Source: an optimization exercise on an open RTL-to-GDS flow (aim: small area and a short achievable clock period). Production flows keep margins and buffers that such runs may drop.
Power and IR drop assume default switching activity.

==> flow/design.v <==
module alu(
	input	wire		en,
	input	wire[3:0]	op,
	input	wire[15:0]	A,
	input	wire[15:0]	B,
	input	wire[15:0]	p,
	input	wire[15:0]	g,
	output	wire[15:0]	res
	);
	wire	o_and = en & (op == 4'b0011);
	wire	o_or  = en & (op == 4'b0100);
	wire	o_xor = en & (op == 4'b0101);
	wire	o_not = en & (op == 4'b0110);
	wire	o_sll = en & (op == 4'b0111);
	wire	o_srl = en & (op == 4'b1000);
	wire	o_sra = en & (op == 4'b1001);
	wire	o_rol = en & (op == 4'b1010);
	wire	right = (op[3:1] == 3'b100);
	wire	sg = o_and | o_or;
	wire	sp = o_or | o_xor;
	wire[15:0]	lo = ({16{sg}} & g) | ({16{sp}} & p) | ({16{o_not}} & ~A);
	wire[3:0]	b = B[3:0];
	wire[3:0]	amt;
	assign amt[0] = b[0];
	assign amt[1] = b[1] ^ (right & b[0]);
	assign amt[2] = b[2] ^ (right & (b[0] | b[1]));
	assign amt[3] = b[3] ^ (right & (b[0] | b[1] | b[2]));
	wire[15:0]	r0 = amt[0] ? {A[14:0], A[15]} : A;
	wire[15:0]	r1 = amt[1] ? {r0[13:0], r0[15:14]} : r0;
	wire[15:0]	r2 = amt[2] ? {r1[11:0], r1[15:12]} : r1;
	wire[15:0]	r3 = amt[3] ? {r2[7:0], r2[15:8]} : r2;
	wire		big = |B[15:4];
	wire		b16 = (B == 16'd16);
	wire[15:0]	tlv = 16'hffff << b;	 
	wire		rolm = o_rol & (~big | b16);
	wire		sllm = o_sll & ~big;
	wire		srm = (o_srl | o_sra) & ~big;
	genvar k;
	generate
		for (k = 0; k < 16; k = k + 1) begin : shm
			wire tr = tlv[15-k];
			wire m = (sllm & tlv[k]) | (srm & tr) | rolm;
			assign res[k] = (r3[k] & m) | (o_sra & A[15] & ~(tr & ~big)) | lo[k];
		end
	endgenerate
endmodule
module cla16(
	input	wire[15:0]	g,
	input	wire[15:0]	p,
	input	wire		ci,
	output	wire[16:0]	c
	);
	wire[79:0]	gl;
	wire[79:0]	pl;
	assign gl[15:0] = {g[15:1], g[0] | (p[0] & ci)};
	assign pl[15:0] = p;
	genvar k, l;
	generate
		for (l = 0; l < 4; l = l + 1) begin : lvl
			for (k = 0; k < 16; k = k + 1) begin : bt
				if ((k >> l) & 1) begin : op
					localparam integer j = ((k >> l) << l) - 1;
					assign gl[16*l+16+k] = gl[16*l+k] | (pl[16*l+k] & gl[16*l+j]);
					assign pl[16*l+16+k] = pl[16*l+k] & pl[16*l+j];
				end else begin : pass
					assign gl[16*l+16+k] = gl[16*l+k];
					assign pl[16*l+16+k] = pl[16*l+k];
				end
			end
		end
	endgenerate
	assign c = {gl[79:64], ci};
endmodule
module statem(
	input	wire		clk,
	input	wire		rst,
	input	wire[15:0]	sw,
	output	wire[15:0]	Fout
	);
	reg[1:0]	i;
	reg		show;		 
	reg[15:0]	A0;
	reg[15:0]	B0;
	reg		cin;
	reg		c4, c8, c12;
	wire	i0 = (i == 2'd0);
	wire	i1 = (i == 2'd1);
	wire	i2 = (i == 2'd2);
	wire	i3 = (i == 2'd3);
	wire	o_add = (sw[3:0] == 4'b0001);
	wire	o_sub = (sw[3:0] == 4'b0010);
	wire[15:0]	bn = ({16{i1}} & sw) | ({16{i2 & o_add}} & B0) | ({16{i2 & o_sub}} & ~B0);
	wire		cn = i2 & o_sub;
	wire[15:0]	pn = A0 ^ bn;
	wire[15:0]	gn = A0 & bn;
	wire[16:0]	cc;
	cla16 nc(.g(gn), .p(pn), .ci(cn), .c(cc));
	wire[15:0]	p = A0 ^ B0;
	wire[15:0]	g = A0 & B0;
	genvar k;
	wire[16:0]	c;
	assign c[0] = cin;
	assign c[4] = c4;
	assign c[8] = c8;
	assign c[12] = c12;
	generate
		for (k = 0; k < 16; k = k + 1) begin : fc
			if (k % 4 != 3)
				assign c[k+1] = g[k] | (p[k] & c[k]);
		end
	endgenerate
	assign c[16] = g[15] | (p[15] & c[15]);
	wire[15:0]	s = p ^ c[15:0];
	assign Fout = {16{show}} & s;
	wire	SF = s[15];
	wire	ZF = ~(|s);
	wire	CF = c[16] ^ cin;
	wire	OF = (c[15] ^ c[16]) & ~(cin & ~(|A0));
	wire[15:0]	res;
	alu a(.en(i2), .op(sw[3:0]), .A(A0), .B(B0), .p(p), .g(g), .res(res));
	always @(posedge clk or negedge rst) begin
		if (rst == 0) begin
			i <= 2'd0;
			show <= 1'b0;
		end else begin
			i <= i + 2'd1;
			if (i2)
				show <= 1'b1;
		end
	end
	always @(posedge clk) begin
		B0 <= bn;
		cin <= cn;
		c4 <= cc[4];
		c8 <= cc[8];
		c12 <= cc[12];
		if (i0 | i3 | (i2 & ~o_add & ~o_sub))
			A0 <= ({16{i0}} & sw) | res | {12'b0, {4{i3}} & {SF, OF, ZF, CF}};
	end
endmodule
clock: 6.0 ns
lec_check: 0
cap_margin: 20
core_margin: 2
core_utilization: 40
setup_slack_margin: 2.5
slew_margin: 20
run.sh (not shown) runs the stock make flow with config.mk's settings and CLKGATE_MAP_FILE= SYNTH_SCRIPT=/design/flow/synth_recipe.tcl, a recipe that flattens the netlist after the stock synthesis.
The starting point ran to the end with no violations.
Edit:
==> flow/flow/run.sh (new file) <==
#!/bin/bash
# Own flow: the standard layout, except that synthesis leaves adders to ABC
# (no full/half-adder cells) and maps with the ABC script in flow/abc.script.
set -euo pipefail
W=$(pwd)
# scripts folder = ORFS's scripts, with abc_area.script replaced by ours
mkdir -p "$W/scripts_own"
for f in "$FLOW_HOME"/scripts/*; do ln -sf "$f" "$W/scripts_own/"; done
rm -f "$W/scripts_own/abc_area.script"
cp "$W/flow/abc.script" "$W/scripts_own/abc_area.script"
make -C "$FLOW_HOME" DESIGN_CONFIG="$W/config.mk" WORK_HOME="$W/orfs" CLKGATE_MAP_FILE= \
	SYNTH_SCRIPT="$W/synth_recipe.tcl" SCRIPTS_DIR="$W/scripts_own" \
	ADDER_MAP_FILE= ABC_AREA=1 synth > "$W/synth.log" 2>&1
# the rest of the standard flow (synthesis is up to date, so make skips it)
bash "$W/standard.sh" > "$W/layout.log" 2>&1
==> flow/flow/abc.script (new file) <==
strash
dch -f
map -a
topo
==> flow/standard.sh (new file) <==
#!/bin/bash
# synth_recipe.tcl (not shown) runs the flow's synth.tcl, then flattens the netlist and writes it again
# the make line also repeats each setting of config.mk as NAME=value (left out here)
make -C /OpenROAD-flow-scripts/flow DESIGN_CONFIG=/design/flow/config.mk WORK_HOME=/design/flow/orfs CLKGATE_MAP_FILE= SYNTH_SCRIPT=/design/flow/synth_recipe.tcl "${@:-finish}"
removed: flow/run.sh
What happened: The changed run completed with no timing, DRC or antenna violations. Wire length increases by 1.5%. Non-clock buffer count increases by 2. Worst setup slack is better by 0.32 ns. Synthesized cell count increases by 19%. Utilization increases by 3.6 points.
Edit:
--- a/flow/flow/run.sh
+++ b/flow/flow/run.sh
@@ -14 +14,3 @@
-# the rest of the standard flow (synthesis is up to date, so make skips it)
+# the rest of the standard flow (synthesis is up to date, so make skips it),
+# with plain buffers on the ports
+export BUFFER_PORTS_ARGS="-buffer_cell sky130_fd_sc_hd__buf_2"
==> flow/flow/abc.script (replaced) <==
strash
&get -n
&st
&dch -f
&nf -a
&put
topo
- SETUP_SLACK_MARGIN: 2.5 -> 2.8
What happened: The new run finished clean; first-iteration DRC count came out lower by 26%; design area came out lower by about 3.7%; wire length came out lower by 12%; setup slack is better by 0.014 ns; count of clock-buffer cells in the layout is unchanged; sequential power came out higher by about 2%; clock skew came out higher by 0.0079 ns; total power came out lower by about 10%; maximum frequency came out higher by 0.41%; global-route usage came out lower by 4.0 points; die area hardly moves.
Edit:
--- a/flow/flow/run.sh
+++ b/flow/flow/run.sh
@@ -14,3 +14 @@
-# the rest of the standard flow (synthesis is up to date, so make skips it),
-# with plain buffers on the ports
-export BUFFER_PORTS_ARGS="-buffer_cell sky130_fd_sc_hd__buf_2"
+# the rest of the standard flow (synthesis is up to date, so make skips it)
- SETUP_SLACK_MARGIN: 2.8 -> 3.4
The changed run went through all stages and came out clean.
Hold slack gets better by 0.015 ns.
Combinational power grows by 66%.
Via count grows by 12%.
Edit:
--- a/flow/flow/run.sh
+++ b/flow/flow/run.sh
@@ -14 +14,3 @@
-# the rest of the standard flow (synthesis is up to date, so make skips it)
+# the rest of the standard flow (synthesis is up to date, so make skips it),
+# with plain buffers on the ports
+export BUFFER_PORTS_ARGS="-buffer_cell sky130_fd_sc_hd__buf_2"
==> flow/flow/abc.script (replaced) <==
strash
&get -n
&st
&dch -f
&nf -R 75
&put
topo
- SETUP_SLACK_MARGIN: 3.4 -> 2.8
The new run finished clean; register-to-register slack gets worse by 0.20 ns; via count fell by 14%; utilization came out lower by 16 points; cell count falls by 9.8%; die area goes down by about 3.7%; worst setup slack is better by 0.17 ns; synthesized area fell by 3.9%; hold slack gets worse by 0.044 ns; routed wire length goes down by 22%.
Function was not checked in any run of this note: the RTL went through the layout flow alone.

---

== north ==
// statem: RTL as listed in full above, without the edits since
==> flow/config.mk <==
export PLATFORM = sky130hd
export DESIGN_NAME = statem
export DESIGN_NICKNAME = statem
export VERILOG_FILES = /design/flow/design.v
export SDC_FILE = /design/flow/constraint.sdc
export NUM_CORES = 4
export LEC_CHECK = 0
export CAP_MARGIN = 20
export CORE_MARGIN = 2
export CORE_UTILIZATION = 40
export SETUP_SLACK_MARGIN = 2.5
export SLEW_MARGIN = 20
==> flow/constraint.sdc <==
create_clock -name core_clock -period 6.0 [get_ports {clk}]
set_input_delay 1.2000 -clock core_clock [delete_from_list [all_inputs] [get_ports {clk}]]
set_output_delay 1.2000 -clock core_clock [all_outputs]
set_load 0.01 [all_outputs]
standard.sh (not shown) runs the stock make flow with config.mk's settings and CLKGATE_MAP_FILE= SYNTH_SCRIPT=/design/flow/synth_recipe.tcl, a recipe that flattens the netlist after the stock synthesis.
==> flow/flow/run.sh <==
#!/bin/bash
# Own flow: the standard layout, except that synthesis leaves adders to ABC
# (no full/half-adder cells) and maps with the ABC script in flow/abc.script.
set -euo pipefail
W=$(pwd)
# scripts folder = ORFS's scripts, with abc_area.script replaced by ours
mkdir -p "$W/scripts_own"
for f in "$FLOW_HOME"/scripts/*; do ln -sf "$f" "$W/scripts_own/"; done
rm -f "$W/scripts_own/abc_area.script"
cp "$W/flow/abc.script" "$W/scripts_own/abc_area.script"
make -C "$FLOW_HOME" DESIGN_CONFIG="$W/config.mk" WORK_HOME="$W/orfs" CLKGATE_MAP_FILE= \
	SYNTH_SCRIPT="$W/synth_recipe.tcl" SCRIPTS_DIR="$W/scripts_own" \
	ADDER_MAP_FILE= ABC_AREA=1 synth > "$W/synth.log" 2>&1
# the rest of the standard flow (synthesis is up to date, so make skips it)
bash "$W/standard.sh" > "$W/layout.log" 2>&1
==> flow/flow/abc.script <==
strash
&get -n
&st
&dch -f
&nf -a
&put
topo
Having completed the whole flow, north delivered a layout that passed the timing, design-rule and antenna checks.
Setup changes, north to south
-- flow/flow/run.sh --
<<< north, line 13
	ADDER_MAP_FILE= ABC_AREA=1 synth > "$W/synth.log" 2>&1
# the rest of the standard flow (synthesis is up to date, so make skips it)
bash "$W/standard.sh" > "$W/layout.log" 2>&1
>>> south, line 13
	ADDER_MAP_FILE= ABC_AREA=1 synth > "$W/synth.log" 2>&1
# the rest of the standard flow (synthesis is up to date, so make skips it),
# with plain buffers on the ports
export BUFFER_PORTS_ARGS="-buffer_cell sky130_fd_sc_hd__buf_2"
bash "$W/standard.sh" > "$W/layout.log" 2>&1
[summary]
- Total clock network power went down by a few percent going from north to south.
- Compared north against south; placed wire-length estimate within noise.
- Between north and south, the worst clock skew does not differ in any meaningful way.
- Comparing total power consumption of the routed design for south and north, the smaller number came from south.
- Comparing south and north, switching share of power is higher on south.
[inputs] east vs south
- swapping 2.5 for 3.0 in SETUP_SLACK_MARGIN
==> flow/run.sh (new file) <==
#!/bin/bash
# synth_recipe.tcl (not shown) runs the flow's synth.tcl, then flattens the netlist and writes it again
# the make line also repeats each setting of config.mk as NAME=value (left out here)
make -C /OpenROAD-flow-scripts/flow DESIGN_CONFIG=/design/flow/config.mk WORK_HOME=/design/flow/orfs CLKGATE_MAP_FILE= SYNTH_SCRIPT=/design/flow/synth_recipe.tcl finish
removed: flow/flow/run.sh
removed: flow/flow/abc.script
removed: flow/standard.sh
Findings:
The setup slack of east is smaller than that of south. Compared with south, east shows a higher layout buffer count excluding clock buffers. Post-synthesis compound-gate area fraction delta for east relative to south: 1.3 points higher. Of south and east, the higher power belongs to east. east drops more vias than south. Count of buffering cells on the critical path with inverters included ended up 3 higher on east than on south. [compare] base=south new=east: final non-filler cell total higher, met1 layer usage reported by global route higher.
Input-level comparison between west and east:
==> flow/flow/run.sh (new file) <==
#!/bin/bash
# Own flow: the standard layout, except that synthesis leaves adders to ABC
# (no full/half-adder cells) and maps with the ABC script in flow/abc.script.
set -euo pipefail
W=$(pwd)
# scripts folder = ORFS's scripts, with abc_area.script replaced by ours
mkdir -p "$W/scripts_own"
for f in "$FLOW_HOME"/scripts/*; do ln -sf "$f" "$W/scripts_own/"; done
rm -f "$W/scripts_own/abc_area.script"
cp "$W/flow/abc.script" "$W/scripts_own/abc_area.script"
make -C "$FLOW_HOME" DESIGN_CONFIG="$W/config.mk" WORK_HOME="$W/orfs" CLKGATE_MAP_FILE= \
	SYNTH_SCRIPT="$W/synth_recipe.tcl" SCRIPTS_DIR="$W/scripts_own" \
	ADDER_MAP_FILE= ABC_AREA=1 synth > "$W/synth.log" 2>&1
# the rest of the standard flow (synthesis is up to date, so make skips it)
bash "$W/standard.sh" > "$W/layout.log" 2>&1
==> flow/flow/abc.script (new file) <==
strash
&get -n
&st
&dch -f
&nf -a
&put
topo
==> flow/standard.sh (new file) <==
#!/bin/bash
# synth_recipe.tcl (not shown) runs the flow's synth.tcl, then flattens the netlist and writes it again
# the make line also repeats each setting of config.mk as NAME=value (left out here)
make -C /OpenROAD-flow-scripts/flow DESIGN_CONFIG=/design/flow/config.mk WORK_HOME=/design/flow/orfs CLKGATE_MAP_FILE= SYNTH_SCRIPT=/design/flow/synth_recipe.tcl "${@:-finish}"
removed: flow/run.sh
## What came out
Number of nets in the synthesized netlist ends up lower on west. Of west and east, it is west that has the higher simple-gate area share of the yosys netlist. Taking east as the reference, in west combinational power saw a decrease, via count of the first global-routing pass has decreased, number of core rows saw a decrease.
No functional check of the RTL was part of any run of this note.

-- re-timing with driven ports --
No port has a modelled driver above. Below, the same layouts with a new extraction and two added sets of constraints. Step 1 sets driving cells, clkbuf_16 on the clock port and buf_2 on the other inputs (assumed; they add their load-dependent delay and slew). Step 2, shift: input delay + t, output delay - t, t = (earliest + latest rising clock arrival at the registers) / 2. This alone moves slack from input paths to output paths. Slacks: ideal ports / drivers / drivers and shift; pairs: ideal ports / drivers.
run	shift t [ns]	setup WS [ns]	clock arrival spread, ns
the first run of note 1	0.331	2.199 / 2.168 / 2.291	0.011 / 0.011
the second run of note 1	0.341	2.522 / 2.488 / 2.230	0.010 / 0.010
the third run of note 1	0.341	2.536 / 2.502 / 2.501	0.018 / 0.018
the fourth run of note 1	0.334	2.504 / 2.472 / 2.583	0.010 / 0.010
the fifth run of note 1	0.330	2.670 / 2.639 / 2.577	0.018 / 0.018
north	0.328	2.463 / 2.430 / 2.263	0.006 / 0.007
south	0.325	2.550 / 2.517 / 2.327	0.008 / 0.007
east	0.343	2.210 / 2.176 / 2.518	0.010 / 0.011
west	0.340	2.545 / 2.511 / 2.598	0.015 / 0.014
After both steps setup and hold are still met in every run listed. For the second run of note 1, which loses most, drivers alone change the setup slack by -0.034 ns; drivers and shift together by -0.292 ns.
